From an optimization exercise on the open Yosys and OpenROAD flow, aimed at small area; shortcuts taken in it are not production practice.
Where RTL was checked, it was by simulation tests only, not by an equivalence proof against the original.
The RTL of runs 3 to 6 was laid out without a check of its function.
Power figures rest on the tool's default switching activity, not on a simulated workload.

**flow/standard.sh**
```bash
#!/bin/bash
# synth_recipe.tcl (not shown) runs the flow's synth.tcl, then flattens the netlist and writes it again
# the make line also repeats each setting of config.mk as NAME=value (left out here)
make -C /OpenROAD-flow-scripts/flow DESIGN_CONFIG=/design/flow/config.mk WORK_HOME=/design/flow/orfs CLKGATE_MAP_FILE= SYNTH_SCRIPT=/design/flow/synth_recipe.tcl "${@:-finish}"
```
**flow/config.mk**
```make
export PLATFORM = sky130hd
export DESIGN_NAME = led_matrix_soc
export DESIGN_NICKNAME = led_matrix_soc
export VERILOG_FILES = /design/flow/design.v
export SDC_FILE = /design/flow/constraint.sdc
export NUM_CORES = 4
export LEC_CHECK = 0
export CAP_MARGIN = 0
export CORE_MARGIN = 2
export CORE_UTILIZATION = 65
export CTS_BUF_LIST = sky130_fd_sc_hd__clkbuf_16
export CTS_CLUSTER_DIAMETER = 100
export CTS_CLUSTER_SIZE = 25
export SLEW_MARGIN = 0
```
**flow/flow/run.sh**
```bash
#!/bin/bash
# The standard layout (the standard.sh, standard synthesis unchanged),
# with each port buffered by the smallest buffer cell instead of the
# default clkdlybuf4s50_1.
set -euo pipefail
bash standard.sh "BUFFER_PORTS_ARGS=-buffer_cell sky130_fd_sc_hd__buf_1" finish > flow_standard.log 2>&1
```
**flow/constraint.sdc**
```tcl
create_clock -name core_clock -period 5.0 [get_ports {clk}]
set_input_delay 1.0000 -clock core_clock [delete_from_list [all_inputs] [get_ports {clk}]]
set_output_delay 1.0000 -clock core_clock [all_outputs]
set_load 0.01 [all_outputs]
```
**flow/design.v**
```verilog
module avalon_csr
(
	input  wire         clk,
	input  wire         rst,
	output wire         mm_waitrequest,
	output wire [31:0]  mm_readdata,
	output wire         mm_readdatavalid,
	input  wire [31:0]  mm_writedata,
	input  wire [9:0]   mm_address,
	input  wire         mm_write,
	input  wire         mm_read,
	output wire [31:0]  reg0,
	output wire [31:0]  reg1,
	output wire [31:0]  reg2,
	output wire [31:0]  reg3,
	output wire [31:0]  reg4
);
reg [31:0] regs [0:7];
reg        rvalid;
reg [7:0]  rsel;
wire        hit = (mm_address[9:5] == 5'd0) && (mm_address[1:0] == 2'd0);
wire [31:0] wdata = mm_writedata & {32{~rst}};
genvar i;
generate
	for (i = 0; i < 8; i = i + 1) begin : g_reg
		always @(posedge clk)
			if (rst || (mm_write && hit && mm_address[4:2] == i))
				regs[i] <= wdata;
	end
endgenerate
always @(posedge clk) begin
	rvalid <= mm_read & ~rst;
end
generate
	for (i = 0; i < 8; i = i + 1) begin : g_sel
		always @(posedge clk)
			rsel[i] <= hit && (mm_address[4:2] == i);
	end
endgenerate
reg [31:0] rdata;
integer k;
always @(*) begin
	rdata = 32'd0;
	for (k = 0; k < 8; k = k + 1)
		rdata = rdata | (regs[k] & {32{rsel[k]}});
end
assign mm_waitrequest   = 1'b0;
assign mm_readdatavalid = rvalid;
assign mm_readdata      = rdata;
assign reg0 = regs[0];
assign reg1 = regs[1];
assign reg2 = regs[2];
assign reg3 = regs[3];
assign reg4 = regs[4];
endmodule
module dma_from_sdram
(
	input  wire        clk,
	input  wire        rst,
	input  wire        start,
	input  wire [28:0] begin_address,
	input  wire [31:0] size_buffer,
	output wire [28:0] sdram0_data_address,
	input  wire        sdram0_data_waitrequest,
	input  wire [47:0] sdram0_data_readdata,
	input  wire        sdram0_data_readdatavalid,
	output wire        sdram0_data_read,
	output wire [7:0]  sdram0_data_burstcount,
	output wire [9:0]  dist_address,
	output wire [47:0] dist_data,
	output wire        write_enable
);
localparam IDLE = 3'd0, READ = 3'd1, RESP = 3'd2, WRITE = 3'd3, STOP = 3'd4;
reg [2:0]  state;
reg [28:0] addr;
reg [31:0] count;
reg [47:0] data;
wire [31:0] count_inc = count + 32'd1;
always @(posedge clk) begin
	data <= sdram0_data_readdata;
	if (state == IDLE && start)
		addr <= begin_address;
	else if (state == WRITE)
		addr <= addr + 29'd1;
	if (rst) begin
		state <= IDLE;
		count <= 32'd0;
	end else begin
		case (state)
			IDLE:  if (start) state <= READ;
			READ:  if (!sdram0_data_waitrequest) state <= RESP;
			RESP:  if (sdram0_data_readdatavalid) state <= WRITE;
			WRITE: begin
				count <= count_inc;
				state <= (count_inc == size_buffer) ? STOP : READ;
			end
			default: state <= STOP;
		endcase
	end
end
assign sdram0_data_address    = addr;
assign sdram0_data_read       = (state == READ);
assign sdram0_data_burstcount = 8'd1;
assign dist_address           = count[9:0];
assign dist_data              = data;
assign write_enable           = (state == WRITE);
endmodule
module matrix
(
	input  wire        rst_n,
	input  wire        clk,
	output reg         r0,
	output reg         g0,
	output reg         b0,
	output reg         r1,
	output reg         g1,
	output reg         b1,
	output reg         r2,
	output reg         g2,
	output reg         b2,
	output reg         r3,
	output reg         g3,
	output reg         b3,
	output reg  [2:0]  a,
	output reg         blank,
	output reg         sclk,
	output reg         latch,
	output wire [9:0]  mem_address,
	input  wire        mem_enable,
	input  wire [47:0] mem_output_data
);
reg [12:0] t;
reg        first;
reg [1:0]  rd_bit;
reg [2:0]  rd_row;
wire shifting = (t[12:9] == 4'd0);
wire neg = &t[12:9];
reg  expire;
always @(*) begin
	if (first)
		expire = t[9] & t[8] & t[7] & t[6];                         
	else
		case (rd_bit)
			2'd1: expire = ~t[12] & t[9] & t[8] & t[7] & t[5] & t[3] & t[2];           
			2'd2: expire = ~t[12] & t[10] & t[9] & t[8] & t[6] & t[5] & t[3] & t[2];   
			2'd3: expire = ~t[12] & t[11] & t[10] & t[9] & t[7] & t[6] & t[5] & t[3] & t[2];  
			default: expire = ~t[9] & t[12] & t[11] & t[10] & t[8] & t[7] & t[6] & t[5] & t[3] & t[2];  
		endcase
end
wire at_m11 = neg & (t[4:0] == 5'b10101);    
wire at_m2  = neg & (t[4:0] == 5'b11110);    
wire at_m1  = neg & (t[4:0] == 5'b11111);    
wire [11:0] bits;
genvar i;
generate
	for (i = 0; i < 12; i = i + 1) begin : g_bit
		wire [3:0] nib = mem_output_data[4*i+3:4*i];
		assign bits[i] = nib[rd_bit] & mem_enable;
	end
endgenerate
always @(posedge clk) begin
	if (rst_n) begin
		t      <= 13'd0;
		first  <= 1'b1;
		rd_bit <= 2'd0;
		rd_row <= 3'd0;
		a      <= 3'd0;
		blank  <= 1'b1;
		sclk   <= 1'b0;
		latch  <= 1'b0;
		{r3, g3, b3, r2, g2, b2, r1, g1, b1, r0, g0, b0} <= 12'd0;
	end else begin
		if (expire) begin
			t     <= -13'sd19;
			first <= 1'b0;
		end else
			t <= t + 13'd1;
		if (expire)
			blank <= 1'b1;
		else if (at_m2)
			blank <= 1'b0;
		if (at_m11) begin
			latch <= 1'b1;
			a     <= rd_row;
		end else if (at_m2)
			latch <= 1'b0;
		if (at_m1) begin
			rd_bit <= rd_bit + 2'd1;
			if (rd_bit == 2'd3)
				rd_row <= rd_row + 3'd1;
		end
		sclk <= shifting && (t[1:0] == 2'd3);
		if (shifting && t[1:0] == 2'd1)
			{r3, g3, b3, r2, g2, b2, r1, g1, b1, r0, g0, b0} <= bits;
	end
end
assign mem_address = {rd_row, shifting ? t[8:2] : 7'd0};
endmodule
module memory_mux (
	input  wire [9:0]  slave_0_dist_address,
	input  wire [47:0] slave_0_dist_data,
	input  wire        slave_0_write_enable,
	input  wire [9:0]  slave_1_dist_address,
	output wire [9:0]  master_dist_address,
	output wire [47:0] master_dist_data,
	output wire        master_write_enable,
	input  wire        mux
);
assign master_dist_address = mux ? slave_1_dist_address : slave_0_dist_address;
assign master_dist_data    = slave_0_dist_data;
assign master_write_enable = ~mux & slave_0_write_enable;
endmodule
module led_matrix_soc (
	input  wire         clk,
	input  wire         rst,
	output wire         mm_waitrequest,
	output wire [31:0]  mm_readdata,
	output wire         mm_readdatavalid,
	input  wire [31:0]  mm_writedata,
	input  wire [9:0]   mm_address,
	input  wire         mm_write,
	input  wire         mm_read,
	output wire [28:0]  sdram_address,
	input  wire         sdram_waitrequest,
	input  wire [63:0]  sdram_readdata,
	input  wire         sdram_readdatavalid,
	output wire         sdram_read,
	output wire [7:0]   sdram_burstcount,
	output wire [9:0]   ram_address,
	output wire [47:0]  ram_data,
	output wire         ram_wren,
	input  wire [47:0]  ram_q,
	output wire         r0,
	output wire         g0,
	output wire         b0,
	output wire         r1,
	output wire         g1,
	output wire         b1,
	output wire         r2,
	output wire         g2,
	output wire         b2,
	output wire         r3,
	output wire         g3,
	output wire         b3,
	output wire [2:0]   a,
	output wire         blank,
	output wire         sclk,
	output wire         latch
);
wire [31:0] dma_start;
wire [31:0] begin_dma_address;
wire [31:0] size_of_buffer;
wire [31:0] mem_mux;
wire [31:0] matrix_rst;
wire [47:0] dist_dma;
wire        write_enable;
wire [9:0]  dist_address;
wire [9:0]  matrix_memory_address;
avalon_csr avalon_csr (
	.clk              (clk),
	.rst              (rst),
	.mm_waitrequest   (mm_waitrequest),
	.mm_readdata      (mm_readdata),
	.mm_readdatavalid (mm_readdatavalid),
	.mm_writedata     (mm_writedata),
	.mm_address       (mm_address),
	.mm_write         (mm_write),
	.mm_read          (mm_read),
	.reg0             (dma_start),
	.reg1             (begin_dma_address),
	.reg2             (size_of_buffer),
	.reg3             (mem_mux),
	.reg4             (matrix_rst)
);
matrix matrix (
	.rst_n            (matrix_rst[0]),
	.clk              (clk),
	.r0               (r0),
	.g0               (g0),
	.b0               (b0),
	.r1               (r1),
	.g1               (g1),
	.b1               (b1),
	.r2               (r2),
	.g2               (g2),
	.b2               (b2),
	.r3               (r3),
	.g3               (g3),
	.b3               (b3),
	.a                (a),
	.blank            (blank),
	.sclk             (sclk),
	.latch            (latch),
	.mem_address      (matrix_memory_address),
	.mem_enable       (mem_mux[0]),
	.mem_output_data  (ram_q)
);
dma_from_sdram dma_from_sdram (
	.clk                       (clk),
	.rst                       (rst),
	.start                     (dma_start[0]),
	.begin_address             (begin_dma_address[28:0]),
	.size_buffer               (size_of_buffer),
	.sdram0_data_address       (sdram_address),
	.sdram0_data_waitrequest   (sdram_waitrequest),
	.sdram0_data_readdata      (sdram_readdata[47:0]),
	.sdram0_data_readdatavalid (sdram_readdatavalid),
	.sdram0_data_read          (sdram_read),
	.sdram0_data_burstcount    (sdram_burstcount),
	.dist_address              (dist_address),
	.dist_data                 (dist_dma),
	.write_enable              (write_enable)
);
memory_mux memory_mux (
	.slave_0_dist_address (dist_address),
	.slave_0_dist_data    (dist_dma),
	.slave_0_write_enable (write_enable),
	.slave_1_dist_address (matrix_memory_address),
	.master_dist_address  (ram_address),
	.master_dist_data     (ram_data),
	.master_write_enable  (ram_wren),
	.mux                  (mem_mux[0])
);
endmodule
```
==> results list, run 1 <==
- Result of the run: timing/DRC/antenna clean
- The first global-routing pass estimated 59000 µm of wire.
* Hold Path End: matrix.first
- Clock-pin slew was measured on the worst setup and hold paths at 100 ps.
- Peak supply drop: approximately 0.31 mV
- The detail route stage leaves a number of antenna-violating nets equal to 0.
* Startpoint class of the critical path: flop
- RD Place Congestion: 0.901
* Share of the synthesized area in the top cell type: 51.6%
- In this run the power density over the cells is around 340 mW/mm².
* Capturing element type of the critical path: output pin
- Number of iterations in the first detailed-routing pass: 7
* Reg-to-reg startpoint: matrix.rd_bit[0]
* CP max FO: 7
- Required time reported for the critical path endpoint: roughly 4000 ps
* Antenna diode count: 0
* Standby leakage power: 6.07 nW
- In the global route stage, overall resource usage came out at 29.3%.
- Hold Path Stages: 1
- Largest buffer count on any clock path: 3
* Vias in the first global route: 10.6k
* Initial cell density of the core: 66.1%
* Setup slack of the worst register-to-register path: about 1900 ps
- Summing over every cut layer, the via total after detailed routing is 11.3k.
- Relative slew slack: roughly a fifth
- Clock tree from TritonCTS: yes
- Count of buffers inserted at the top-level ports: 283
* Kind of path behind the tightest hold check: flop to flop
* Number of standard cells after synthesis: 1274
* Site Rows: a little under 60
- Worst reg2reg path depth: 8
- I/O pin count: 309
- CP Buf/Inv Count: 1
- Final net count: 1692
- After layout, the minimum clock period comes to 3190 ps.
* Setup TNS Final: 0 ps
* Largest delay contributor family on the critical path: simple AND/OR/NAND/NOR gates
- After synthesis, the netlist uses 53 different library cells.
* Post-synthesis sequential area ratio: approximately two thirds
- Setup repair after global routing left no endpoint under its margin.
- Share of async-settable or async-resettable flops after synthesis: 0%
- Total area of sequential cells: 0.0112 mm²
- Gates resized during post-CTS repair numbered 0.
- Top achievable clock speed: 0.313 GHz
* Count of synthesis-stage warnings from yosys: 4
* Cell types occupying the most area after synthesis: sky130_fd_sc_hd__edfxtp_1, sky130_fd_sc_hd__dfxtp_1, sky130_fd_sc_hd__a22oi_1
- The die covers 0.0268 mm².
- Leading cell type by number of instances after synthesis: sky130_fd_sc_hd__edfxtp_1
* Die outline height: 164 µm
- Area of the core: 0.0251 mm²
- Root Buffer: sky130_fd_sc_hd__clkbuf_16
- Setup repair bufs after CTS: 0
- The slowest stage of the critical path belongs to the cell sky130_fd_sc_hd__nor4_1.
- DRC errors left: 0
- Transition time at the pin with the least slew margin: about 1200 ps
- Met3 wire length: 3490 µm
- In this design, the stage delay of the slowest critical-path cell is approximately 600 ps.
- Total global routing overflow: 0
- Data on the critical path arrives at its endpoint at 2190 ps.
* Max_cap viols: 0
- Dividing the detail-routed wire length by the instance count gives 21.5 µm.
* Setup-failing EPs final: 0
- The number of slew-limit violations in the final report came to 0.
* Netlist area before placement: 0.0166 mm²
* Hold path startpoint: matrix.first
- In this run the number of H-tree levels came out at 1.
* Fraction of layout instances using a drive strength above 1: 5.08%
* Amount of wire on met2 after detailed routing: 18700 µm
* Class of the most critical setup path: flop to output pin
- Endpoint of the most critical register-to-register path: matrix.t[1]
* Dominant register cell in the synthesized netlist: sky130_fd_sc_hd__edfxtp_1
- The detailed router finished its first iteration with 1075 violations.
- The die is 164 µm wide.
- Post-detailed-route via-to-cell ratio: 6.06
- At the end of the flow the core is filled with cells to roughly three quarters.
- M1 wire length: approximately 17000 µm
- Series of cell instances along the critical path: nor4_1 > and2_1 > nand2_1 > o21ai_0 > buf_1
- The clock net in this run drives a total of 414 sinks.
- In the finished design, the share of the clock period the worst path needs comes to 63.8%.
* Cell types with the highest counts after synthesis: sky130_fd_sc_hd__edfxtp_1, sky130_fd_sc_hd__a22oi_1, sky130_fd_sc_hd__dfxtp_1, sky130_fd_sc_hd__nor2_1, sky130_fd_sc_hd__nand2_1
- Across the routed clock network, the largest skew measured is 18.1 ps.
- Clock tree synthesis inserted a total of 20 buffers.
* Maximum number of pins on one net before global-route repair: 70
- Count of hold buffers inserted by post-cts repair: 0
* Average cell area after synthesis: 13.0 µm²
- Count of flip-flops with a built-in enable after synthesis: 285
* Synthesis-to-layout area growth: 11.8%
* Final hold violation count: 0
- Initial antenna violation count: 0
- Synthesized flop and latch total: 414
- Final Routed Wirelength: ~40000 µm
* Detailed placer's ending HPWL: 25900 µm
- Clock network latency to the later pin of the worst-skew pair: about 530 ps
- The largest total area in the synthesized netlist belongs to sky130_fd_sc_hd__edfxtp_1.
- Count of filler cells inserted in the layout: 1785
* DR top layer: met4
- Area used by multi-input combinational logic: about 0.0052 mm²
per-stage QoR:
step                      cells  power, mW  hold WS, ps  cell area [µm²]  setup slack [ps]
after global routing       1866       6.53          516            18600              1570
final                      1866       6.34          482            18600              1810
after global placement     1830       4.60          438            18000              1570
after CTS                  1866       6.35          478            18600              1800
after floorplan            1281       4.39          427            16600               323
after detailed placement   1830       4.62          455            18000              1530
layout make-up:
cell class | instances | share of cell area, %
flip-flops and latches | 414 | 60.1
multi-input cells | 770 | 27.8
repair buffers | 295 | 6.22
clock buffers | 21 | 2.83
well taps | 330 | 2.23
inverters | 21 | 0.425
clock inverters | 15 | 0.371
per-layer routing:
metal,GRT usage [%],vias up
met1,41.0,5442
met5,0,-
met3,4.32,60
met2,47.5,570
li1,-,5245
met4,10.1,0
power by group:
group	switching [mW]	internal (mW)	total, mW	leakage (nW)
sequential	0.152	3.94	4.09	3.81
clock	1.02	0.774	1.80	0.340
combinational	0.296	0.157	0.453	1.92
total	1.47	4.87	6.34	6.07
flip-flops by register name (all words and copies together), names as in the netlist, 2 cells and up:
name,count
avalon_csr.regs,256
matrix.t,13
dma_from_sdram.count,32
dma_from_sdram.addr,29
matrix.rd_bit,2
avalon_csr.rsel,8
dma_from_sdram.data,48
matrix.rd_row,3
dma_from_sdram.state,3
matrix.a,3
worst reg2reg max path, cell delays in order, from the launching register on:
cell	delay (ps)
sky130_fd_sc_hd__dfxtp_1	930
sky130_fd_sc_hd__ha_1	370
sky130_fd_sc_hd__nor4bb_1	80
sky130_fd_sc_hd__a21oi_1	120
sky130_fd_sc_hd__nor2_1	50
sky130_fd_sc_hd__o21ai_0	140
sky130_fd_sc_hd__o21ai_0	90
sky130_fd_sc_hd__a31oi_1	970
sky130_fd_sc_hd__nor3b_1	270
kinds of logic (layout without fill, tap and decap cells):
kind of cell,count (synthesis),in the layout,synth area share [%]
xor+xnor,110,110,5.81
mux,20,20,2.14
compound gates,246,246,9.81
simple gates,375,375,11.8
flops,414,414,67.1
fa+ha+maj,10,10,0.754
other cells,2,9,0.0453
buf+inv,97,352,2.49
layout by cell type, fill, tap and decap left out, types with 21 or more instances in the layout:
| cell | count |
|---|---|
| sky130_fd_sc_hd__a21oi_1 | 33 |
| sky130_fd_sc_hd__a22oi_1 | 140 |
| sky130_fd_sc_hd__buf_1 | 282 |
| sky130_fd_sc_hd__clkbuf_16 | 21 |
| sky130_fd_sc_hd__dfxtp_1 | 121 |
| sky130_fd_sc_hd__edfxtp_1 | 285 |
| sky130_fd_sc_hd__inv_1 | 35 |
| sky130_fd_sc_hd__nand2_1 | 79 |
| sky130_fd_sc_hd__nand3_1 | 31 |
| sky130_fd_sc_hd__nand4_1 | 60 |
| sky130_fd_sc_hd__nor2_1 | 85 |
| sky130_fd_sc_hd__nor2b_1 | 37 |
| sky130_fd_sc_hd__o21ai_0 | 50 |
| sky130_fd_sc_hd__xnor2_1 | 61 |
| sky130_fd_sc_hd__xor2_1 | 49 |
worst max-delay path by stage:
stage / depth (start not counted) / to / slack, ps / start
CTS: 5 / ram_address[4] / 1800 / matrix.t[9]
floorplan: 6 / avalon_csr.regs[0][0] / 320 / mm_address[7]
global route: 5 / ram_address[3] / 1570 / matrix.t[9]
detailed placement: 8 / avalon_csr.regs[2][25] / 1530 / mm_address[7]
global placement: 8 / avalon_csr.regs[2][25] / 1570 / mm_address[7]
finish: 5 / ram_address[4] / 1810 / matrix.t[9]
==> inputs of run 2 (changes only) <==
==> flow/config.mk (replaced) <==
export PLATFORM = sky130hd
export DESIGN_NAME = led_matrix_soc
export DESIGN_NICKNAME = led_matrix_soc
export VERILOG_FILES = /design/flow/design.v
export SDC_FILE = /design/flow/constraint.sdc
export NUM_CORES = 4
export LEC_CHECK = 0
export CAP_MARGIN = 20
export CORE_MARGIN = 2
export CORE_UTILIZATION = 40
export CTS_BUF_LIST = sky130_fd_sc_hd__clkbuf_16
export CTS_CLUSTER_DIAMETER = 100
export CTS_CLUSTER_SIZE = 20
export SLEW_MARGIN = 20
==> run 2 against run 1 <==
Effect of this change:
- still clean on timing, DRC and antenna
- largest power group unchanged
- register-to-register slack improved by 40 ps
- synthesized cell count is the same
- first-iteration DRC count is 19% lower
- critical path type unchanged
- combinational power increased by 4.4%
==> results list, run 2 <==
- Result of the run: timing/DRC/antenna clean
- Fin cells: 2081 (+12%)
- Post-route ant nets: 0 (unchanged)
* Setup TNS Final: 0 ps (unchanged)
- sky130_fd_sc_hd__edfxtp_1 takes more of the synthesized area than any other cell.
* Number of buffers added by the clock tree synthesis step: 24 (+20%)
* Average cell area after synthesis: 13.0 µm² (unchanged)
- Relative slew slack: 34.0% (+15 points)
* Die W: 208 µm (+27%)
- The number of gates resized after cts came to 0 (unchanged).
* Largest buffer count on any clock path: 3 (unchanged)
- The critical path depth in cells was 5 (unchanged).
- Peak supply drop: 0.264 mV (-16%)
* Setup-failing EPs final: 0 (unchanged)
- The area of the mapped netlist is 0.0166 mm² (unchanged).
* Detailed placer's ending HPWL: 29500 µm (+14%)
- The leakage dissipation came to 6.16 nW (+1.6%).
- Hold Path Stages: 1 (unchanged)
* Transition time at the pin with the least slew margin: 989 ps (-223 ps)
* Global-route wire length before repair: 67500 µm (+14%)
- Largest reg by FF count: avalon_csr.regs
* Final hold violation count: 0 (unchanged)
- The number of vias per cell was 5.49 (-9.6%).
- Post-CTS clock slew at the launch and capture registers of the worst setup and hold paths: 80 ps (-20 ps)
- In this run the worst hold path is classified as flop to flop.
- The total overflow reported by the global router is 0 (unchanged).
- By instance count, the leading cell after synthesis is sky130_fd_sc_hd__edfxtp_1.
* Count of synthesis-stage warnings from yosys: 4 (unchanged)
- The total detailed-routing wirelength was 44500 µm (+11%).
- Number of violations reported at the end of detailed-routing iteration 0: 874 (-19%)
- By startpoint and endpoint, the worst setup path is classified as flop to output pin.
- Cell types occupying the most area after synthesis: sky130_fd_sc_hd__edfxtp_1, sky130_fd_sc_hd__dfxtp_1, sky130_fd_sc_hd__a22oi_1
- Cell types with the highest counts after synthesis: sky130_fd_sc_hd__edfxtp_1, sky130_fd_sc_hd__a22oi_1, sky130_fd_sc_hd__dfxtp_1, sky130_fd_sc_hd__nor2_1, sky130_fd_sc_hd__nand2_1
* Arrival time of data at the critical path endpoint: 2370 ps (+180 ps)
- CP Buf/Inv Count: 1 (unchanged)
- Commonest non-fill, non-tap cell in the layout: sky130_fd_sc_hd__edfxtp_1
- Power per cell area: 348 mW/mm² (+1.7%)
* Post-synthesis sequential area ratio: 67.1% (unchanged)
- The highest cell delay on the worst timing path is 650 ps (+50 ps).
- The worst setup path is captured at an output pin.
* Largest registers ranked by flip-flop count: avalon_csr.regs x256, dma_from_sdram.data x48, dma_from_sdram.count x32
- The area share of the largest cell type after synthesis came to 51.6% (unchanged).
* Count of hold buffers inserted by post-cts repair: 0 (unchanged)
* Overall routing resource usage: 20.1% (-9.2 points)
- Slowest cell on the critical path: sky130_fd_sc_hd__nor4_1
- The distinct cell type count after synthesis came to 53 (unchanged).
* I/O pin count: 309 (unchanged)
- The cell area after layout is 0.0190 mm² (+2.2%).
* Number of flip-flops in the largest register: 256 (unchanged)
- The required time of the critical path is 4000 ps (about the same).
* Fraction of layout instances using a drive strength above 1: 5.62% (+0.54 points)
- Maximum level of the CTS H-tree: 1 (unchanged)
- The number of enable-type register cells in the synthesized netlist came to 285 (unchanged).
- Largest delay contributor family on the critical path: simple AND/OR/NAND/NOR gates
- TritonCTS built the clock tree.
- Number of standard cells after synthesis: 1274 (unchanged)
* DRC errors left: 0 (unchanged)
- Top achievable clock speed: 0.297 GHz (-5.2%)
- Among all flip-flop cells after synthesis, the most frequent one is sky130_fd_sc_hd__edfxtp_1.
- Tcrit/Tclk final: 67.3% (+3.5 points)
- STA classifies the critical path startpoint as a flop.
* Count of buffers inserted at the top-level ports: 283 (unchanged)
- Average wire per standard cell: 21.4 µm (-0.64%)
- The post-synthesis sequential element count is 414 (unchanged).
- The floorplan row count came to 74 (+28%).
- The area of placed instances was 0.0183 mm² (+1.6%).
* Worst clock skew on the final layout: 14.1 ps (-4.02 ps)
* Unrepaired setup endpoints after global routing: no
* Clock sink total: 414 (unchanged)
- Die area: 0.0431 mm² (+61%)
- The number of nets in the finished design came to 1701 (+0.53%).
* Initial antenna violation count: 1 (+1)
- Antenna diode count: 0 (unchanged)
- The final weighted congestion in routability-driven placement is 0.845 (-6.2%).
- Max_cap viols: 0 (unchanged)
- Setup repair bufs after CTS: 0 (unchanged)
- Via count of the routed design: 11.4k (+0.87%)
* Synthesis-to-layout area growth: 14.3%
- The proportion of register bits with asynchronous set or reset after synthesis is 0% (unchanged).
* Vias in the first global route: 11.2k (+5.1%)
- Traced cell by cell, the critical path runs through nor4_1 > and2_1 > nand2_1 > o21ai_0 > buf_1.
- CP max FO: 7 (unchanged)
* Clock network latency to the later pin of the worst-skew pair: 580 ps (+50 ps)
* Placed instance count: 2037 (+11%)
* Most frequent cells in the layout: sky130_fd_sc_hd__edfxtp_1, sky130_fd_sc_hd__buf_1, sky130_fd_sc_hd__a22oi_1
- Die outline height: 208 µm (+27%)
- Number of iterations in the first detailed-routing pass: 5 (-2)
- The number of slew-limit violations in the final report came to 0 (unchanged).
- Worst reg2reg path depth: 8 (unchanged)
- Final Power: 6.59 mW (+4.0%)
* Minimum clock period: 3370 ps (+176 ps)
- Clock tree synthesis selected as its root buffer the cell sky130_fd_sc_hd__clkbuf_16.
- Initial cell density of the core: 40.5% (-26 points)
* Maximum number of pins on one net before global-route repair: 59 (-16%)
* Area of the core: 0.0409 mm² (+63%)
-- run 2: changes by cell type in the layout (fill, tap and decap cells not counted) --
cell                        previous run  this run
sky130_fd_sc_hd__bufinv_16             0         1
sky130_fd_sc_hd__buf_2                 0         1
sky130_fd_sc_hd__clkbuf_2              1         0
sky130_fd_sc_hd__buf_4                12        17
sky130_fd_sc_hd__clkbuf_16            21        24
sky130_fd_sc_hd__inv_1                35        39
-- run 2: cell families after synthesis --
group                      count (synthesis)  share of synthesized area [%]
and+or+nand+nor                          375                           11.8
muxes                                     20                           2.14
other                                      2                         0.0453
buffers and inverters                     97                           2.49
DFF                                      414                           67.1
xor gates and xnor gates                 110                           5.81
AOI/OAI and AO/OA                        246                           9.81
adders and majority gates                 10                          0.754
-- run 2: worst paths after layout --
path                           start                 endpoint  slack (ps)
max                      matrix.t[9]           ram_address[6]        1630
min                     matrix.first             matrix.first         460
max reg2reg  dma_from_sdram.count[0]  dma_from_sdram.state[0]        1940
min reg2reg             matrix.first             matrix.first         460
-- run 2: per-layer routing --
layer  global-route usage [%]  up-vias  wire [µm]
met5                        0        -         18
met3                     2.81       53       3020
met2                     33.4      447      21300
met4                     5.58        2       1100
li1                         -     5260          -
met1                     27.8     5653      19100
-- run 2: per-stage QoR --
| stage | hold WS [ps] | util, % | setup WS (ps) |
|---|---|---|---|
| final | 464 | 46.3 | 1630 |
| after detailed placement | 448 | 44.6 | 1450 |
| after floorplan | 427 | - | 323 |
| after CTS | 467 | 46.3 | 1660 |
| after global placement | 437 | 44.6 | 1480 |
| after global routing | 494 | 46.3 | 1520 |
-- run 2: layout make-up --
class | count | area [µm²]
clock buffer | 24 | 601
clock inverter | 20 | 114
fill | 3778 | 22000
inverter | 21 | 78.8
multi-input combinational | 770 | 5170
sequential | 414 | 11200
tap | 532 | 666
timing repair buffer | 300 | 1190
-- run 2: report_power, final --
part	switching [mW]	total, mW	internal, mW
Combinational	0.315	0.473	0.158
Clock	1.11	2.04	0.931
Sequential	0.139	4.08	3.94
==> inputs of run 3 (changes only) <==
--- a/flow/design.v
+++ b/flow/design.v
@@ -121,10 +121,10 @@
 	output reg         r3,
 	output reg         g3,
 	output reg         b3,
-	output reg  [2:0]  a,
-	output reg         blank,
+	output wire [2:0]  a,
+	output wire        blank,
 	output reg         sclk,
-	output reg         latch,
+	output wire        latch,
 	output wire [9:0]  mem_address,
 	input  wire        mem_enable,
 	input  wire [47:0] mem_output_data
@@ -138,7 +138,7 @@
 reg  expire;
 always @(*) begin
 	if (first)
-		expire = t[9] & t[8] & t[7] & t[6];                         
+		expire = ~t[12] & t[9] & t[8] & t[7] & t[6];               
 	else
 		case (rd_bit)
 			2'd1: expire = ~t[12] & t[9] & t[8] & t[7] & t[5] & t[3] & t[2];           
@@ -147,8 +147,7 @@
 			default: expire = ~t[9] & t[12] & t[11] & t[10] & t[8] & t[7] & t[6] & t[5] & t[3] & t[2];  
 		endcase
 end
-wire at_m11 = neg & (t[4:0] == 5'b10101);    
-wire at_m2  = neg & (t[4:0] == 5'b11110);    
+wire late   = neg & t[4] & (t[3] | (t[2] & t[1]));    
 wire at_m1  = neg & (t[4:0] == 5'b11111);    
 wire [11:0] bits;
 genvar i;
@@ -164,27 +163,15 @@
 		first  <= 1'b1;
 		rd_bit <= 2'd0;
 		rd_row <= 3'd0;
-		a      <= 3'd0;
-		blank  <= 1'b1;
 		sclk   <= 1'b0;
-		latch  <= 1'b0;
 		{r3, g3, b3, r2, g2, b2, r1, g1, b1, r0, g0, b0} <= 12'd0;
 	end else begin
-		if (expire) begin
-			t     <= -13'sd19;
-			first <= 1'b0;
-		end else
-			t <= t + 13'd1;
 		if (expire)
-			blank <= 1'b1;
-		else if (at_m2)
-			blank <= 1'b0;
-		if (at_m11) begin
-			latch <= 1'b1;
-			a     <= rd_row;
-		end else if (at_m2)
-			latch <= 1'b0;
+			t <= -13'sd19;
+		else
+			t <= t + 13'd1;
 		if (at_m1) begin
+			first  <= 1'b0;
 			rd_bit <= rd_bit + 2'd1;
 			if (rd_bit == 2'd3)
 				rd_row <= rd_row + 3'd1;
@@ -194,6 +181,10 @@
 			{r3, g3, b3, r2, g2, b2, r1, g1, b1, r0, g0, b0} <= bits;
 	end
 end
+assign blank = neg ? ~at_m1 : first;
+assign latch = late & ~at_m1;
+wire a_lags = (rd_bit == 2'd0) & ~first & ~late;
+assign a = rd_row - {2'd0, a_lags};
 assign mem_address = {rd_row, shifting ? t[8:2] : 7'd0};
 endmodule
 module memory_mux (
--- a/flow/config.mk
+++ b/flow/config.mk
@@ -7,8 +7,8 @@
 export LEC_CHECK = 0
 export CAP_MARGIN = 20
 export CORE_MARGIN = 2
-export CORE_UTILIZATION = 40
+export CORE_UTILIZATION = 80
 export CTS_BUF_LIST = sky130_fd_sc_hd__clkbuf_16
 export CTS_CLUSTER_DIAMETER = 100
-export CTS_CLUSTER_SIZE = 20
+export CTS_CLUSTER_SIZE = 25
 export SLEW_MARGIN = 20
==> run 3 against run 2 <==
Effect of this change:
- synthesized area shrank 0.23%
- core utilization increased by 45 points
- final cell count is 13% lower
- highest routed layer is now met4
- clock power decreased by 9%
- clock-buffer cell count decreased by 3
- sequential power hardly changed
- die area fell by 49%
==> results list, run 3 <==
* Result of the run: timing/DRC/antenna clean
- The number of gates resized after cts came to 0 (unchanged).
- Via count of the routed design: 13.2k (+16%)
- Final Routed Wirelength: 52300 µm (+18%)
- The number of instances in the synthesized netlist is 1268 (-0.47%).
- The placed wire-length estimate after detailed placement is 30100 µm (+2.0%).
- Post-synthesis sequential area ratio: 66.7% (-0.45 points)
- The required time of the critical path was 4000 ps (about the same).
- CP Buf/Inv Count: 3 (+2)
- Site Rows: 52 (-30%)
- Standby leakage power: 6.08 nW (-1.3%)
* Largest reg by FF count: avalon_csr.regs
- Kind of path behind the tightest hold check: flop to flop
- The area of the mapped netlist was 0.0166 mm² (-0.23%).
- The number of antenna violations at the first check in global routing was 0 (-1).
* Cell types occupying the most area after synthesis: sky130_fd_sc_hd__edfxtp_1, sky130_fd_sc_hd__dfxtp_1, sky130_fd_sc_hd__a22oi_1
* Count of flip-flops with a built-in enable after synthesis: 285 (unchanged)
- The cell area power density was 351 mW/mm² (+0.91%).
- The total overflow reported by the global router is 0 (unchanged).
* Most frequent cells in the layout: sky130_fd_sc_hd__edfxtp_1, sky130_fd_sc_hd__buf_1, sky130_fd_sc_hd__a22oi_1
- The number of buffers inserted by port buffering is 283 (unchanged).
* Setup TNS Final: 0 ps (unchanged)
- On the critical path, the stage with the largest delay is an instance of sky130_fd_sc_hd__dfxtp_1.
- The post-route clock skew was 30.8 ps (+16.7 ps).
- Series of cell instances along the critical path: inv_1 > ha_1 > and3b_1 > ha_1 > ha_1 > inv_1 > buf_1
- Capturing element type of the critical path: output pin
- The average cell area after synthesis came to 13.1 µm² (+0.25%).
* Maximum level of the CTS H-tree: 1 (unchanged)
* Synthesis-to-layout area growth: 11.4%
* Unrepaired setup endpoints after global routing: no
* Vias in the first global route: 12.8k (+15%)
- Count of synthesis-stage warnings from yosys: 4 (unchanged)
- Die area: 0.0219 mm² (-49%)
- Largest delay contributor family on the critical path: flip-flops
* Number of flip-flops in the largest register: 256 (unchanged)
- The actual slew at the worst max-slew pin came to 1080 ps (+85.8 ps).
* Number of violations reported at the end of detailed-routing iteration 0: 2096 (+140%)
- Peak supply drop: 0.360 mV (+36%)
- The core region area came to 0.0203 mm² (-50%).
* Post-CTS clock slew at the launch and capture registers of the worst setup and hold paths: 100 ps (+20 ps)
- The remaining antenna violation count after routing was 0 (unchanged).
- The shortest period the worst path allows is 3830 ps (+464 ps).
* Peak per-stage delay on the critical path: 900 ps (+250 ps)
- The largest registers in the layout are avalon_csr.regs x256, dma_from_sdram.data x48, dma_from_sdram.count x32.
- Yosys instantiated no cell more often than sky130_fd_sc_hd__edfxtp_1.
- Clock tree synthesis selected as its root buffer the cell sky130_fd_sc_hd__clkbuf_16.
- The area share of the largest cell type after synthesis was 51.7% (+0.12 points).
- The later-pin clock latency in the skew report is 550 ps (-30 ps).
* Startpoint class of the critical path: flop
* Most used cell, CP: sky130_fd_sc_hd__ha_1
- The library cell used most frequently in the layout, excluding fill and tap cells, is sky130_fd_sc_hd__edfxtp_1.
- Number of buffers added by the clock tree synthesis step: 20 (-17%)
* Arrival time of data at the critical path endpoint: 2830 ps (+460 ps)
* Final non-filler cell area: 0.0184 mm² (-2.7%)
* Synthesized flop and latch total: 409 (-1.2%)
- Global-route wire length before repair: 78200 µm (+16%)
* Relative slew slack: 28.3% (-5.7 points)
- The number of setup buffers added after CTS is 0 (unchanged).
- The die boundary width came to 148 µm (-29%).
* Maximum number of pins on one net before global-route repair: 69 (+17%)
- Initial cell density of the core: 81.6% (+41 points)
- TritonCTS built the clock tree.
- Post-detailed-route via-to-cell ratio: 7.29 (+33%)
* Tcrit/Tclk final: 76.6% (+9.3 points)
* Number of unique standard cell types used by synthesis: 62 (+17%)
- RD Place Congestion: 0.897 (+6.1%)
- The hold violation total from the final report was 0 (unchanged).
* Setup-failing EPs final: 0 (unchanged)
- The biggest area contributor in the post-synthesis netlist is sky130_fd_sc_hd__edfxtp_1.
- The number of placed I/O pins is 309 (unchanged).
* CP max FO: 15 (+8)
* Fraction of layout instances using a drive strength above 1: 5.47% (-0.15 points)
- The number of buffers on the longest clock path was 3 (unchanged).
- The routed length per placed instance was 28.9 µm (+35%).
- DRC errors left: 0 (unchanged)
- The total global-route track usage is 48.0% (+28 points).
- Share of async-settable or async-resettable flops after synthesis: 0% (unchanged)
- Count of hold buffers inserted by post-cts repair: 0 (unchanged)
- The number of clock sinks seen by CTS was 409 (-1.2%).
* Die outline height: 148 µm (-29%)
- Dominant register cell in the synthesized netlist: sky130_fd_sc_hd__edfxtp_1
- The number of nets in the finished design was 1695 (-0.35%).
- Class of the most critical setup path: flop to output pin
- After synthesis, the most frequently instantiated cells are sky130_fd_sc_hd__edfxtp_1, sky130_fd_sc_hd__a22oi_1, sky130_fd_sc_hd__dfxtp_1, sky130_fd_sc_hd__nor2_1, sky130_fd_sc_hd__nand2_1.
- The number of slew-limit violations in the final report was 0 (unchanged).
* Top achievable clock speed: 0.261 GHz (-12%)
* Max_cap viols: 0 (unchanged)
* Number of iterations in the first detailed-routing pass: 9 (+4)
- The area of placed instances is 0.0179 mm² (-2.2%).
run 3: cell families (layout without fill, tap and decap cells):
| kind of cell | after synthesis | in the layout | share of synthesized area (%) |
|---|---|---|---|
| compound gates | 238 | 238 | 9.84 |
| xor+xnor | 112 | 112 | 5.93 |
| fa+ha+maj | 12 | 12 | 0.907 |
| buf+inv | 98 | 360 | 2.72 |
| flops | 409 | 409 | 66.7 |
| mux | 18 | 18 | 2.03 |
| other cells | 2 | 10 | 0.0454 |
| simple gates | 379 | 379 | 11.8 |
run 3: cell type report:
cell class / count / area (µm²)
tap: 270 / 338
multi-input combinational: 768 / 5190
timing repair buffer: 298 / 1180
clock buffer: 21 / 526
antenna: 1 / 2.50
fill: 730 / 1850
sequential: 409 / 11000
inverter: 26 / 97.6
clock inverter: 15 / 68.8
run 3: report_power, final:
| group | switching (mW) | internal, mW | total (mW) |
|---|---|---|---|
| Clock | 1.08 | 0.778 | 1.86 |
| Sequential | 0.211 | 3.90 | 4.11 |
| Combinational | 0.342 | 0.154 | 0.495 |
run 3: metal layers:
metal,vias to the layer above,wire (µm),track usage [%],part of all wire (%)
met2,1535,24200,75.8,46
met5,-,0,0.455,0
li1,5243,-,-,-
met3,366,7920,13.5,15
met4,0,4410,28.9,8.4
met1,6042,15800,59.9,30
run 3: per-stage QoR:
step,worst slack [ps],total power [mW],hold slack (ps),std cells,util [%]
detailed placement,1560,4.59,477,1771,87.9
finish,1170,6.47,496,1808,90.9
global placement,1610,4.53,468,1771,87.9
CTS,1140,6.38,497,1807,90.9
floorplan,323,4.34,450,1275,-
global route,951,6.55,519,1807,90.9
run 3: path summary, 6_finish.rpt:
| kind | startpoint | endpoint | slack [ps] | cells after the start |
|---|---|---|---|---|
| max | matrix.rd_bit[0] | a[1] | 1170 | 7 |
| min | matrix.t[0] | matrix.t[0] | 500 | 1 |
| max reg2reg | dma_from_sdram.addr[2] | dma_from_sdram.addr[25] | 1890 | 8 |
| min reg2reg | matrix.t[0] | matrix.t[0] | 500 | 1 |
==> inputs of run 4 (changes only) <==
--- a/flow/config.mk
+++ b/flow/config.mk
@@ -7,7 +7,7 @@
 export LEC_CHECK = 0
 export CAP_MARGIN = 20
 export CORE_MARGIN = 2
-export CORE_UTILIZATION = 80
+export CORE_UTILIZATION = 65
 export CTS_BUF_LIST = sky130_fd_sc_hd__clkbuf_16
 export CTS_CLUSTER_DIAMETER = 100
 export CTS_CLUSTER_SIZE = 25
==> run 4 against run 3 <==
Effect of this change:
- still clean on timing, DRC and antenna
- clock skew shrank 9.7 ps
- critical path depth stayed put
- worst setup slack improved by 90 ps
- clock-buffer cell count is 1 lower
- first-iteration DRC count shrank 37%
- final cell count rose by 3.2%
- cell area up 0.33%
- register-to-register slack hardly changed
- core utilization shrank 17 points
- flip-flop and latch count did not move
- combinational power fell by 11%
- largest power group unchanged
==> results list, run 4 <==
- After synthesis, the cell types taking the most area are sky130_fd_sc_hd__edfxtp_1, sky130_fd_sc_hd__dfxtp_1, sky130_fd_sc_hd__a22oi_1.
* Unrepaired setup endpoints after global routing: no
- The maximum vdd ir drop is 0.366 mV (+1.9%).
- CP max FO: 15 (unchanged)
* Required time reported for the critical path endpoint: 4000 ps (about the same)
- The vertical extent of the die was 164 µm (+11%).
* Root Buffer: sky130_fd_sc_hd__clkbuf_16
* Count of synthesis-stage warnings from yosys: 4 (unchanged)
- The final weighted congestion in routability-driven placement was 0.837 (-6.7%).
- Share of the synthesized area in the top cell type: 51.7% (unchanged)
* Reg-to-reg startpoint: dma_from_sdram.count[0]
- Via count of the routed design: 11.4k (-14%)
- The count of TritonRoute iterations in the first routing pass is 5 (-4).
- The antenna diode instance count is 0 (-1).
* Power per cell area: 339 mW/mm² (-3.2%)
* Area of the core: 0.0251 mm² (+24%)
- Number of flip-flops in the largest register: 256 (unchanged)
- Commonest non-fill, non-tap cell in the layout: sky130_fd_sc_hd__edfxtp_1
* Initial antenna violation count: 0 (unchanged)
- Final Routed Wirelength: 41000 µm (-22%)
- The worst setup path is captured at an output pin.
* Maximum level of the CTS H-tree: 1 (unchanged)
- The die boundary width came to 164 µm (+11%).
* Maximum number of pins on one net before global-route repair: 69 (unchanged)
- Pins over their slew limit: 0 (unchanged)
* Arrival time of data at the critical path endpoint: 2740 ps (-90 ps)
- The ratio of cells with drive above 1 in the final layout came to 5.54% (+0.072 points).
- The share of the cycle needed by the critical path after routing is 74.8% (-1.8 points).
- The number of vias per cell came to 6.11 (-16%).
* Largest buffer count on any clock path: 3 (unchanged)
- The post-synthesis sequential area ratio is 66.7% (unchanged).
* Final hold violation count: 0 (unchanged)
- Number of unique standard cell types used by synthesis: 62 (unchanged)
* Number of standard cells after synthesis: 1268 (unchanged)
- Final Power: 6.28 mW (-2.9%)
* Synthesis-to-layout area growth: 11.8%
- Met3 Track Usage GR: 5.36% (-8.1 points)
* Largest registers ranked by flip-flop count: avalon_csr.regs x256, dma_from_sdram.data x48, dma_from_sdram.count x32
- Die area: 0.0268 mm² (+22%)
- After synthesis, the largest family of logic cells by area is simple AND/OR/NAND/NOR gates.
- The total overflow reported by the global router is 0 (unchanged).
- DRC errors left: 0 (unchanged)
* Minimum clock period: 3740 ps (-90.3 ps)
- Result of the run: timing/DRC/antenna clean
- The area share of and/or/nand/nor cells after synthesis is 11.9% (unchanged).
- Number of buffers added by the clock tree synthesis step: 20 (unchanged)
- Transition time at the pin with the least slew margin: 926 ps (-149 ps)
* Count of buffers inserted at the top-level ports: 283 (unchanged)
- In this run the most used layer during global routing was met2.
- The mux contribution to synthesized area was 2.03% (unchanged).
* Hold path startpoint: matrix.b3
- Setup-failing EPs final: 0 (unchanged)
* Setup TNS Final: 0 ps (unchanged)
* Average wire per standard cell: 22.0 µm (-24%)
- Site Rows: 58 (+12%)
- The compound-cell area share of the yosys netlist is 9.84% (unchanged).
* Vias in the first global route: 10.8k (-16%)
- The largest total area in the synthesized netlist belongs to sky130_fd_sc_hd__edfxtp_1.
* Largest reg by FF count: avalon_csr.regs
- Average cell area after synthesis: 13.1 µm² (unchanged)
* Overall routing resource usage: 30.5% (-18 points)
* Share of synthesized cell area in full adder, half adder and majority cells: 0.907% (unchanged)
- The worst reg2reg path depth came to 9 (+1).
- I/O pin count: 309 (unchanged)
- The number of enable-type register cells in the synthesized netlist was 285 (unchanged).
- Initial cell density of the core: 65.9% (-16 points)
- Global-route wire length before repair: 61000 µm (-22%)
* Most frequent cells in the layout: sky130_fd_sc_hd__edfxtp_1, sky130_fd_sc_hd__buf_1, sky130_fd_sc_hd__a22oi_1
- Synthesized flop and latch total: 409 (unchanged)
- Post-route ant nets: 0 (unchanged)
* Setup repair bufs after CTS: 0 (unchanged)
- After synthesis, the most frequently instantiated cells are sky130_fd_sc_hd__edfxtp_1, sky130_fd_sc_hd__a22oi_1, sky130_fd_sc_hd__dfxtp_1, sky130_fd_sc_hd__nor2_1, sky130_fd_sc_hd__nand2_1.
* Clock network latency to the later pin of the worst-skew pair: 550 ps (about the same)
- Xor and xnor area share after synthesis: 5.93% (unchanged)
- GRT met1 Usage: 42.1% (-18 points)
- Leading cell type by number of instances after synthesis: sky130_fd_sc_hd__edfxtp_1
- Detailed placer's ending HPWL: 26600 µm (-12%)
* Kind of path behind the tightest hold check: flop to flop
- The proportion of register bits with asynchronous set or reset after synthesis was 0% (unchanged).
- Relative slew slack: 38.3% (+10 points)
* Post-CTS clock slew at the launch and capture registers of the worst setup and hold paths: 100 ps (about the same)
* Clock tree from TritonCTS: yes
* Final worst setup slack: 1260 ps (+90.3 ps)
- Dominant register cell in the synthesized netlist: sky130_fd_sc_hd__edfxtp_1
* Number of violations reported at the end of detailed-routing iteration 0: 1322 (-37%)
- The critical path starts at matrix.rd_bit[0].
- # resized after CTS: 0 (unchanged)
- The number of nets in the finished design is 1693 (-0.12%).
- Netlist area before placement: 0.0166 mm² (unchanged)
- Startpoint class of the critical path: flop
* Top achievable clock speed: 0.267 GHz (+2.4%)
- GR Layer Usage met2: 49.4% (-26 points)
* Hold Path Stages: 2 (+1)
* Max_cap viols: 0 (unchanged)
- The quantity of hold-fixing buffers added after cts is 0 (unchanged).
- Standby leakage power: 6.07 nW (-0.23%)
- The worst slack after detailed placement came to 1470 ps (-87.5 ps).
- The post-route clock skew came to 21.0 ps (-9.74 ps).
* Clock sink total: 409 (unchanged)
- By startpoint and endpoint, the worst setup path is classified as flop to output pin.
[run 4: cell counts after synthesis]
Identical to the previous run, type by type.
[run 4: where the power goes]
| part | switching [mW] | internal [mW] |
|---|---|---|
| Combinational | 0.288 | 0.154 |
| Clock | 1.03 | 0.749 |
| Sequential | 0.159 | 3.90 |
[run 4: metal layers]
metal / wire, µm / vias up
met1: 16400 / 5536
met4: 1330 / 0
met3: 3560 / 76
met2: 19700 / 550
met5: 0 / -
li1: - / 5229
[run 4: area by class of cell]
type / count / area, µm²
Sequential cell: 409 / 11000
Fill cell: 1755 / 6600
Multi-Input combinational cell: 768 / 5190
Timing Repair Buffer: 296 / 1170
Clock buffer: 20 / 500
Tap cell: 330 / 413
Inverter: 26 / 97.6
Clock inverter: 16 / 87.6
[run 4: kinds of logic (layout without fill, tap and decap cells)]
logic type / count (synthesis) / in the layout
buffers and inverters: 98 / 358
flip-flops: 409 / 409
AO/OA/AOI/OAI: 238 / 238
XOR/XNOR: 112 / 112
multiplexers: 18 / 18
adder cells (fa/ha/maj): 12 / 12
other: 2 / 9
AND/OR/NAND/NOR: 379 / 379
[run 4: per-stage QoR]
step | utilization, % | cell area, µm² | std cells | hold slack [ps]
4_1_cts | 73.7 | 18500 | 1864 | 522
3_5_place_dp | 71.3 | 17900 | 1828 | 498
6_report | 73.7 | 18500 | 1865 | 518
3_3_place_gp | 71.3 | 17900 | 1828 | 486
5_1_grt | 73.7 | 18500 | 1865 | 518
2_1_floorplan | - | 16600 | 1275 | 450
[run 4: worst paths after layout]
| check | slack (ps) | end |
|---|---|---|
| setup / recovery | 1260 | a[1] |
| hold / removal | 520 | matrix.b3 |
| hold reg to reg | 520 | matrix.b3 |
| setup reg to reg | 1890 | dma_from_sdram.state[0] |
[run 4: critical path, stage by stage (launching register included)]
cell and delay [ps]:
sky130_fd_sc_hd__dfxtp_1 900, sky130_fd_sc_hd__inv_1 220, sky130_fd_sc_hd__ha_1 260, sky130_fd_sc_hd__and3b_1 160, sky130_fd_sc_hd__ha_1 170, sky130_fd_sc_hd__ha_1 260
sky130_fd_sc_hd__inv_1 50, sky130_fd_sc_hd__buf_1 170
==> inputs of run 5 (changes only) <==
--- a/flow/config.mk
+++ b/flow/config.mk
@@ -9,6 +9,6 @@
 export CORE_MARGIN = 2
 export CORE_UTILIZATION = 65
 export CTS_BUF_LIST = sky130_fd_sc_hd__clkbuf_16
-export CTS_CLUSTER_DIAMETER = 100
-export CTS_CLUSTER_SIZE = 25
+export CTS_CLUSTER_DIAMETER = 50
+export CTS_CLUSTER_SIZE = 30
 export SLEW_MARGIN = 20
==> run 5 against run 4 <==
Effect of this change:
- still clean on timing, DRC and antenna
- flip-flop and latch count unchanged
- synthesized area unchanged
- sequential power about the same
- clock power up 64%
- routed wire length up 2.2%
- clock skew up 10 ps
- via count up 1.8%
- cell area up 3.6%
- fmax up 0.91%
- worst setup slack better by 34 ps
- total power up 18%
- critical path type unchanged
- critical endpoint is now a[2]
==> results list, run 5 <==
- Class of the most critical setup path: flop to output pin
* Total global routing overflow: 0 (unchanged)
* Overall routing resource usage: 31.3% (+0.83 points)
* Fraction of layout instances using a drive strength above 1: 7.75% (+2.2 points)
- DRC errors left: 0 (unchanged)
- Final Routed Wirelength: 42000 µm (+2.2%)
* Number of buffers added by the clock tree synthesis step: 35 (+75%)
* Most frequent cells in the layout: sky130_fd_sc_hd__edfxtp_1, sky130_fd_sc_hd__buf_1, sky130_fd_sc_hd__a22oi_1
- Initial cell density of the core: 65.9% (unchanged)
- Netlist area before placement: 0.0166 mm² (unchanged)
* Critical path depth: 7 (unchanged)
- Share of the synthesized area in the top cell type: 51.7% (unchanged)
- Startpoint class of the critical path: flop
- The detailed router's first-iteration violation count was 1302 (-1.5%).
- TritonCTS built the clock tree.
- Setup TNS Final: 0 ps (unchanged)
- The hold violation total from the final report came to 0 (unchanged).
- Commonest non-fill, non-tap cell in the layout: sky130_fd_sc_hd__edfxtp_1
- Antenna diode count: 0 (unchanged)
- Via count of the routed design: 11.6k (+1.8%)
- Vias in the first global route: 11.0k (+2.1%)
- After synthesis, the cell types taking the most area are sky130_fd_sc_hd__edfxtp_1, sky130_fd_sc_hd__dfxtp_1, sky130_fd_sc_hd__a22oi_1.
- The final setup slack of the worst path was 1290 ps (+33.9 ps).
- The floorplan row count came to 58 (unchanged).
- STA classifies the critical path endpoint as an output pin.
- For this run, the leading register cell type out of synthesis is sky130_fd_sc_hd__edfxtp_1.
- Count of flip-flops with a built-in enable after synthesis: 285 (unchanged)
- Area of the core: 0.0251 mm² (unchanged)
* Required time reported for the critical path endpoint: 4000 ps (about the same)
* Most used cell, CP: sky130_fd_sc_hd__ha_1
- The placed wire-length estimate after detailed placement was 26600 µm (unchanged).
- Series of cell instances along the critical path: inv_1 > ha_1 > and3b_1 > ha_1 > ha_1 > xor2_1 > buf_1
- Kind of path behind the tightest hold check: flop to flop
* Die W: 164 µm (unchanged)
- The worst reg2reg path depth came to 9 (unchanged).
* Setup-failing EPs final: 0 (unchanged)
- Max_cap viols: 0 (unchanged)
- The area of placed instances is 0.0179 mm² (unchanged).
- The power after layout is 7.42 mW (+18%).
- Largest delay contributor family on the critical path: flip-flops
- The quantity of hold-fixing buffers added after cts is 0 (unchanged).
- Top achievable clock speed: 0.270 GHz (+0.91%)
- The remaining max-slew budget at the tightest pin came to 33.5% (-4.8 points).
* Arrival time of data at the critical path endpoint: 2710 ps (-30 ps)
- Post-synthesis sequential area ratio: 66.7% (unchanged)
- Unrepaired setup endpoints after global routing: no
- The actual slew at the worst max-slew pin is 997 ps (+71.5 ps).
- The routed length per placed instance was 22.2 µm (+0.84%).
- CP Buf/Inv Count: 2 (-1)
- Tcrit/Tclk final: 74.1% (-0.68 points)
- Largest reg by FF count: avalon_csr.regs
- Number of flip-flops in the largest register: 256 (unchanged)
- Cell type with the highest aggregate area in the netlist: sky130_fd_sc_hd__edfxtp_1
* Count of buffers inserted at the top-level ports: 283 (unchanged)
- The largest net degree at the start of global routing was 69 (unchanged).
- Largest registers ranked by flip-flop count: avalon_csr.regs x256, dma_from_sdram.data x48, dma_from_sdram.count x32
* Post-route ant nets: 0 (unchanged)
- Die outline height: 164 µm (unchanged)
* CP max FO: 15 (unchanged)
* Count of filler cells inserted in the layout: 1647 (-6.2%)
* Number of unique standard cell types used by synthesis: 62 (unchanged)
* Number of iterations in the first detailed-routing pass: 5 (unchanged)
- The commonest cells after synthesis are sky130_fd_sc_hd__edfxtp_1, sky130_fd_sc_hd__a22oi_1, sky130_fd_sc_hd__dfxtp_1, sky130_fd_sc_hd__nor2_1, sky130_fd_sc_hd__nand2_1.
- The final weighted congestion in routability-driven placement is 0.837 (unchanged).
* Peak supply drop: 0.401 mV (+9.4%)
- The number of gates resized after cts is 0 (unchanged).
- The number of vias per cell was 6.13 (+0.44%).
- The number of setup buffers added after CTS is 0 (unchanged).
- The post-route clock skew came to 31.3 ps (+10.3 ps).
- The global-route wire length before repair is 62600 µm (+2.5%).
* Root Buffer: sky130_fd_sc_hd__clkbuf_16
- Post-route worst hold slack: 516 ps (-2.19 ps)
- The highest cell delay on the worst timing path was 890 ps (about the same).
- Initial antenna violation count: 0 (unchanged)
* Final non-filler cell area: 0.0192 mm² (+3.6%)
- Clock sink total: 409 (unchanged)
* Share of async-settable or async-resettable flops after synthesis: 0% (unchanged)
* Number of standard cells after synthesis: 1268 (unchanged)
- The number of slew-limit violations in the final report is 0 (unchanged).
- Post-placement setup slack: 1470 ps (unchanged)
- Count of synthesis-stage warnings from yosys: 4 (unchanged)
* Final net count: 1708 (+0.89%)
- Result of the run: timing/DRC/antenna clean
- Power per cell area: 387 mW/mm² (+14%)
- Maximum level of the CTS H-tree: 2 (+1)
- The number of buffers on the longest clock path was 3 (unchanged).
- Post-CTS clock slew at the launch and capture registers of the worst setup and hold paths: 90 ps (about the same)
* Hold Path Stages: 2 (unchanged)
- I/O pin count: 309 (unchanged)
- The leakage dissipation is 6.36 nW (+4.8%).
* Leading cell type by number of instances after synthesis: sky130_fd_sc_hd__edfxtp_1
- Synthesis-to-layout area growth: 15.9%
- Slowest cell on the critical path: sky130_fd_sc_hd__dfxtp_1
- The shortest period the worst path allows is 3710 ps (-33.9 ps).
* Die area: 0.0268 mm² (unchanged)
* Synthesized flop and latch total: 409 (unchanged)
* Average cell area after synthesis: 13.1 µm² (unchanged)
- The later-pin clock latency in the skew report came to 550 ps (about the same).
run 5: changes by cell type in the layout (fill, tap and decap cells not counted), sizes merged:
cell      delta
clkinv       +2
inv          +5
clkinvlp     +1
clkbuf      +18
run 5: final cells by class:
class	instances	area [µm²]	share of cell area, %
clock inverters	24	297	1.55
repair buffers	296	1180	6.16
multi-input cells	768	5190	27.1
inverters	26	97.6	0.509
clock buffers	38	951	4.96
flip-flops and latches	409	11000	57.6
well taps	330	413	2.15
run 5: final timing paths:
| kind | startpoint | endpoint | slack (ps) |
|---|---|---|---|
| worst max-delay path | matrix.rd_bit[0] | a[2] | 1290 |
| worst min-delay path | matrix.b2 | matrix.b2 | 520 |
| worst max register to register | dma_from_sdram.count[0] | dma_from_sdram.state[0] | 1900 |
| worst min register to register | matrix.b2 | matrix.b2 | 520 |
run 5: power breakdown:
group	switching, mW	internal (mW)
logic	0.289	0.156
registers	0.162	3.90
clock network	1.42	1.50
run 5: cell families after synthesis:
family                   after synthesis  synth area share (%)
XOR/XNOR                             112                  5.93
adder cells (fa/ha/maj)               12                 0.907
flip-flops                           409                  66.7
buffers and inverters                 98                  2.72
AND/OR/NAND/NOR                      379                  11.8
multiplexers                          18                  2.03
AO/OA/AOI/OAI                        238                  9.84
other                                  2                0.0454
run 5: worst reg2reg max path, delay by kind of cell, from the launching register on:
kind            cells  cell delay, ps
simple gates        4            1210
compound gates      4            1010
flops               1             480
fa+ha+maj           1             280
run 5: metal layers:
metal / track usage [%] / wire length, µm
met3: 4.60 / 3610
met5: 0 / 0
met4: 9.97 / 1230
met1: 43.6 / 16800
met2: 51.6 / 20400
run 5: through the flow:
step | instances | util, %
2_1_floorplan | 1275 | -
3_3_place_gp | 1828 | 71.3
5_1_grt | 1891 | 76.4
3_5_place_dp | 1828 | 71.3
6_report | 1891 | 76.4
4_1_cts | 1890 | 76.3
==> inputs of run 6 (changes only) <==
--- a/flow/config.mk
+++ b/flow/config.mk
@@ -9,6 +9,6 @@
 export CORE_MARGIN = 2
 export CORE_UTILIZATION = 65
 export CTS_BUF_LIST = sky130_fd_sc_hd__clkbuf_16
-export CTS_CLUSTER_DIAMETER = 50
-export CTS_CLUSTER_SIZE = 30
+export CTS_CLUSTER_DIAMETER = 60
+export CTS_CLUSTER_SIZE = 40
 export SLEW_MARGIN = 20
==> run 6 against run 5 <==
Effect of this change:
- still clean on timing, DRC and antenna
- fmax shrank 2.2%
- sequential share of layout area grew 0.69 points
- clock power shrank 14%
- die area is the same
- synthesized cell count is the same
- critical path type unchanged
- largest cell class unchanged
- largest power group unchanged
==> results list, run 6 <==
- Result of the run: timing/DRC/antenna clean
- Max_cap viols: 0 (unchanged)
- Final net count: 1700 (-0.47%)
- Most frequent cells in the layout: sky130_fd_sc_hd__edfxtp_1, sky130_fd_sc_hd__buf_1, sky130_fd_sc_hd__a22oi_1
* Combinational group share of total power: 6.3% (+0.3 points)
* Commonest non-fill, non-tap cell in the layout: sky130_fd_sc_hd__edfxtp_1
- CP max FO: 15 (unchanged)
- Count of hold buffers inserted by post-cts repair: 0 (unchanged)
* DRC errors left: 0 (unchanged)
- Post-synthesis sequential area ratio: 66.7% (unchanged)
- The via total after detailed routing came to 11.5k (-1.1%).
- The worst reg2reg path depth is 9 (unchanged).
- The number of setup buffers added after CTS came to 0 (unchanged).
* Number of violations reported at the end of detailed-routing iteration 0: 1329 (+2.1%)
* Tcrit/Tclk final: 75.8% (+1.7 points)
- The switching power share of the total came to 25.8% (+0.55 points).
- The total detailed-routing wirelength came to 41500 µm (-1.2%).
* Overall routing resource usage: 31.0% (-0.33 points)
- The count of TritonRoute iterations in the first routing pass came to 5 (unchanged).
* Final core utilization: 75.5% (-0.91 points)
* Pint: 5.20 mW (-6.3%)
- Setup slack of the worst register-to-register path: 1920 ps (+20 ps)
- The proportion of register bits with asynchronous set or reset after synthesis is 0% (unchanged).
- In the synthesized netlist the dominant register cell turns out to be sky130_fd_sc_hd__edfxtp_1.
- The endpoint identified for the worst register-to-register timing path is dma_from_sdram.state[0].
- The vertical extent of the die was 164 µm (unchanged).
- The core region area came to 0.0251 mm² (unchanged).
* I/O pin count: 309 (unchanged)
- The final setup violation count is 0 (unchanged).
- Global-route wire length before repair: 62000 µm (-0.88%)
- The maximum vdd ir drop was 0.323 mV (-19%).
- The distinct cell type count after synthesis was 62 (unchanged).
* Number of standard cells after synthesis: 1268 (unchanged)
- # resized after CTS: 0 (unchanged)
- Hold Path Stages: 1 (-1)
- Flop pwr share: 57.9% (+3.2 points)
* Post-CTS clock slew at the launch and capture registers of the worst setup and hold paths: 100 ps (about the same)
- The commonest cells after synthesis are sky130_fd_sc_hd__edfxtp_1, sky130_fd_sc_hd__a22oi_1, sky130_fd_sc_hd__dfxtp_1, sky130_fd_sc_hd__nor2_1, sky130_fd_sc_hd__nand2_1.
- From synthesis to final layout, the design area changed by 14.5%.
- Count of buffers inserted at the top-level ports: 283 (unchanged)
* Power per cell area: 370 mW/mm² (-4.4%)
- The required time of the critical path is 4000 ps (about the same).
* Antenna diode count: 0 (unchanged)
* Pins over their slew limit: 0 (unchanged)
- Hold Path End: dma_from_sdram.data[35]
- The relative contribution of the clock network to total power came to 35.8% (-3.5 points).
* Startpoint class of the critical path: flop
- Clock network latency to the later pin of the worst-skew pair: 590 ps (+40 ps)
* Number of flip-flops in the largest register: 256 (unchanged)
- Initial cell density of the core: 65.9% (unchanged)
- The placed wire-length estimate after detailed placement was 26600 µm (unchanged).
* Final hold violation count: 0 (unchanged)
* Average wire per standard cell: 22.1 µm (-0.59%)
- Maximum level of the CTS H-tree: 1 (-1)
- The number of clock sinks seen by CTS was 409 (unchanged).
* Count of filler cells inserted in the layout: 1676 (+1.8%)
- The number of antenna violations at the first check in global routing came to 0 (unchanged).
- Top achievable clock speed: 0.264 GHz (-2.2%)
- Worst clock skew on the final layout: 23.5 ps (-7.87 ps)
* Maximum number of pins on one net before global-route repair: 69 (unchanged)
- The largest registers in the layout are avalon_csr.regs x256, dma_from_sdram.data x48, dma_from_sdram.count x32.
* Netlist area before placement: 0.0166 mm² (unchanged)
* Setup TNS Final: 0 ps (unchanged)
- The remaining max-slew budget at the tightest pin is 35.6% (+2.1 points).
- Net switching power figure: 1.81 mW (-3.5%)
* Number of buffers added by the clock tree synthesis step: 27 (-23%)
- Minimum clock period: 3790 ps (+82.8 ps)
- The final weighted congestion in routability-driven placement came to 0.837 (unchanged).
- In this run the critical register-to-register path is launched from dma_from_sdram.count[0].
* Vias in the first global route: 10.8k (-1.9%)
- Hold path startpoint: sdram_readdata[35]
- The number of buffers on the longest clock path is 3 (unchanged).
- Synthesized flop and latch total: 409 (unchanged)
- Total area of sequential cells: 0.0110 mm² (unchanged)
- The total overflow reported by the global router was 0 (unchanged).
- Yosys attributes the largest share of cell area to sky130_fd_sc_hd__edfxtp_1, sky130_fd_sc_hd__dfxtp_1, sky130_fd_sc_hd__a22oi_1.
- The number of vias per cell was 6.10 (-0.49%).
- The critical path in this run is classified as flop to output pin.
- Root Buffer: sky130_fd_sc_hd__clkbuf_16
- The tightest min-delay check is of the primary input to flop type.
- The average cell area after synthesis came to 13.1 µm² (unchanged).
* Die W: 164 µm (unchanged)
- Share of the synthesized area in the top cell type: 51.7% (unchanged)
- The actual slew at the worst max-slew pin is 967 ps (-30.8 ps).
- Unrepaired setup endpoints after global routing: no
* Largest reg by FF count: avalon_csr.regs
* Arrival time of data at the critical path endpoint: 2790 ps (+80 ps)
- Fraction of layout instances using a drive strength above 1: 7.17% (-0.59 points)
* Clock tree from TritonCTS: yes
* Die area: 0.0268 mm² (unchanged)
- Standby leakage power: 6.23 nW (-2.0%)
- The area of the multi-input gates is 0.00519 mm² (unchanged).
- Post-route ant nets: 0 (unchanged)
- Capturing element type of the critical path: output pin
* Count of synthesis-stage warnings from yosys: 4 (unchanged)
- Of all cell types, the one taking the most synthesized area is sky130_fd_sc_hd__edfxtp_1.
* Leading cell type by number of instances after synthesis: sky130_fd_sc_hd__edfxtp_1
- Site Rows: 58 (unchanged)
- Count of flip-flops with a built-in enable after synthesis: 285 (unchanged)
## run 6: cell count changes in the layout (fill, tap and decap cells not counted)
cell	previous run	this run
sky130_fd_sc_hd__clkinv_8	2	5
sky130_fd_sc_hd__inv_1	29	27
sky130_fd_sc_hd__inv_8	2	5
sky130_fd_sc_hd__clkinv_4	1	2
sky130_fd_sc_hd__buf_8	0	1
sky130_fd_sc_hd__inv_16	5	2
sky130_fd_sc_hd__clkbuf_16	38	28
sky130_fd_sc_hd__clkinv_2	1	0
sky130_fd_sc_hd__inv_6	5	0
sky130_fd_sc_hd__buf_16	1	0
sky130_fd_sc_hd__clkinv_16	0	2
## run 6: layer usage
layer	share of wire [%]	up-vias	track usage, %
met2	48	566	50.7
met5	0	-	0
met1	41	5553	43.9
met4	3.0	0	9.73
met3	7.7	82	3.99
li1	-	5270	-
## run 6: cell type report
cell class                 instances  share of cell area (%)
inverter                          26                   0.515
sequential                       409                    58.3
tap                              330                    2.18
clock buffer                      28                    3.70
multi-input combinational        768                    27.4
clock inverter                    22                    1.75
timing repair buffer             296                    6.17
## run 6: power groups by stage
stage | registers [mW] | logic (mW) | clock network (mW)
after floorplan | 4.10 | 0.237 | 0
after global placement | 4.12 | 0.426 | 0
after detailed placement | 4.13 | 0.436 | 0
after CTS | 4.06 | 0.439 | 2.52
after global routing | 4.08 | 0.490 | 2.64
final | 4.06 | 0.443 | 2.51
## run 6: through the flow
stage	power [mW]	worst slack [ps]	cell area [µm²]	hold WS (ps)	std cells
2_1_floorplan	4.34	323	16600	450	1275
3_3_place_gp	4.55	1520	17900	486	1828
3_5_place_dp	4.57	1470	17900	498	1828
4_1_cts	7.01	1130	18900	480	1878
5_1_grt	7.21	971	19000	473	1879
6_report	7.01	1210	19000	487	1879
## run 6: kinds of logic after synthesis
logic type / synth area share [%]
simple gates: 11.8
flops: 66.7
xor+xnor: 5.93
compound gates: 9.84
fa+ha+maj: 0.907
mux: 2.03
buf+inv: 2.72
other cells: 0.0454
## run 6: how the worst max path moves through the flow
stage                      from                     end  depth (start not counted)
2_1_floorplan     mm_address[7]   avalon_csr.regs[0][0]                          6
3_3_place_gp      mm_address[7]  avalon_csr.regs[2][11]                          8
3_5_place_dp      mm_address[7]  avalon_csr.regs[2][11]                          8
4_1_cts        matrix.rd_bit[0]                    a[2]                          7
5_1_grt        matrix.rd_bit[0]                    a[2]                          7
6_report       matrix.rd_bit[0]                    a[1]                          7
## run 6: worst max-delay path: stages, from the launching register on
cell	delay, ps
sky130_fd_sc_hd__dfxtp_1	890
sky130_fd_sc_hd__inv_1	220
sky130_fd_sc_hd__ha_1	270
sky130_fd_sc_hd__and3b_1	160
sky130_fd_sc_hd__ha_1	170
sky130_fd_sc_hd__ha_1	260
sky130_fd_sc_hd__inv_1	50
sky130_fd_sc_hd__buf_1	180

## what the ideal ports hide
The flow's constraints put no driver on any port. The routed layouts listed below were extracted and timed again, unchanged, in two steps.
Step 1: set_driving_cell puts a clkbuf_16 on clk and a buf_2 on each other input, an assumption about the parent block.
Step 2, shift: input delay + t, output delay - t, t = (earliest + latest rising clock arrival at the registers) / 2. This alone moves slack from input paths to output paths.
a / b / c = no drivers / after step 1 / after step 2; a / b = the first two.
run | t, ns | slack for setup (ns)
run 1 | 0.568 | 1.810 / 1.765 / 1.554
run 2 | 0.612 | 1.633 / 1.588 / 1.475
run 3 | 0.589 | 1.169 / 1.118 / 1.350
run 4 | 0.584 | 1.260 / 1.214 / 1.440
run 5 | 0.576 | 1.294 / 1.247 / 1.430
run 6 | 0.629 | 1.211 / 1.163 / 1.440
After both steps setup and hold are still met in every run listed.
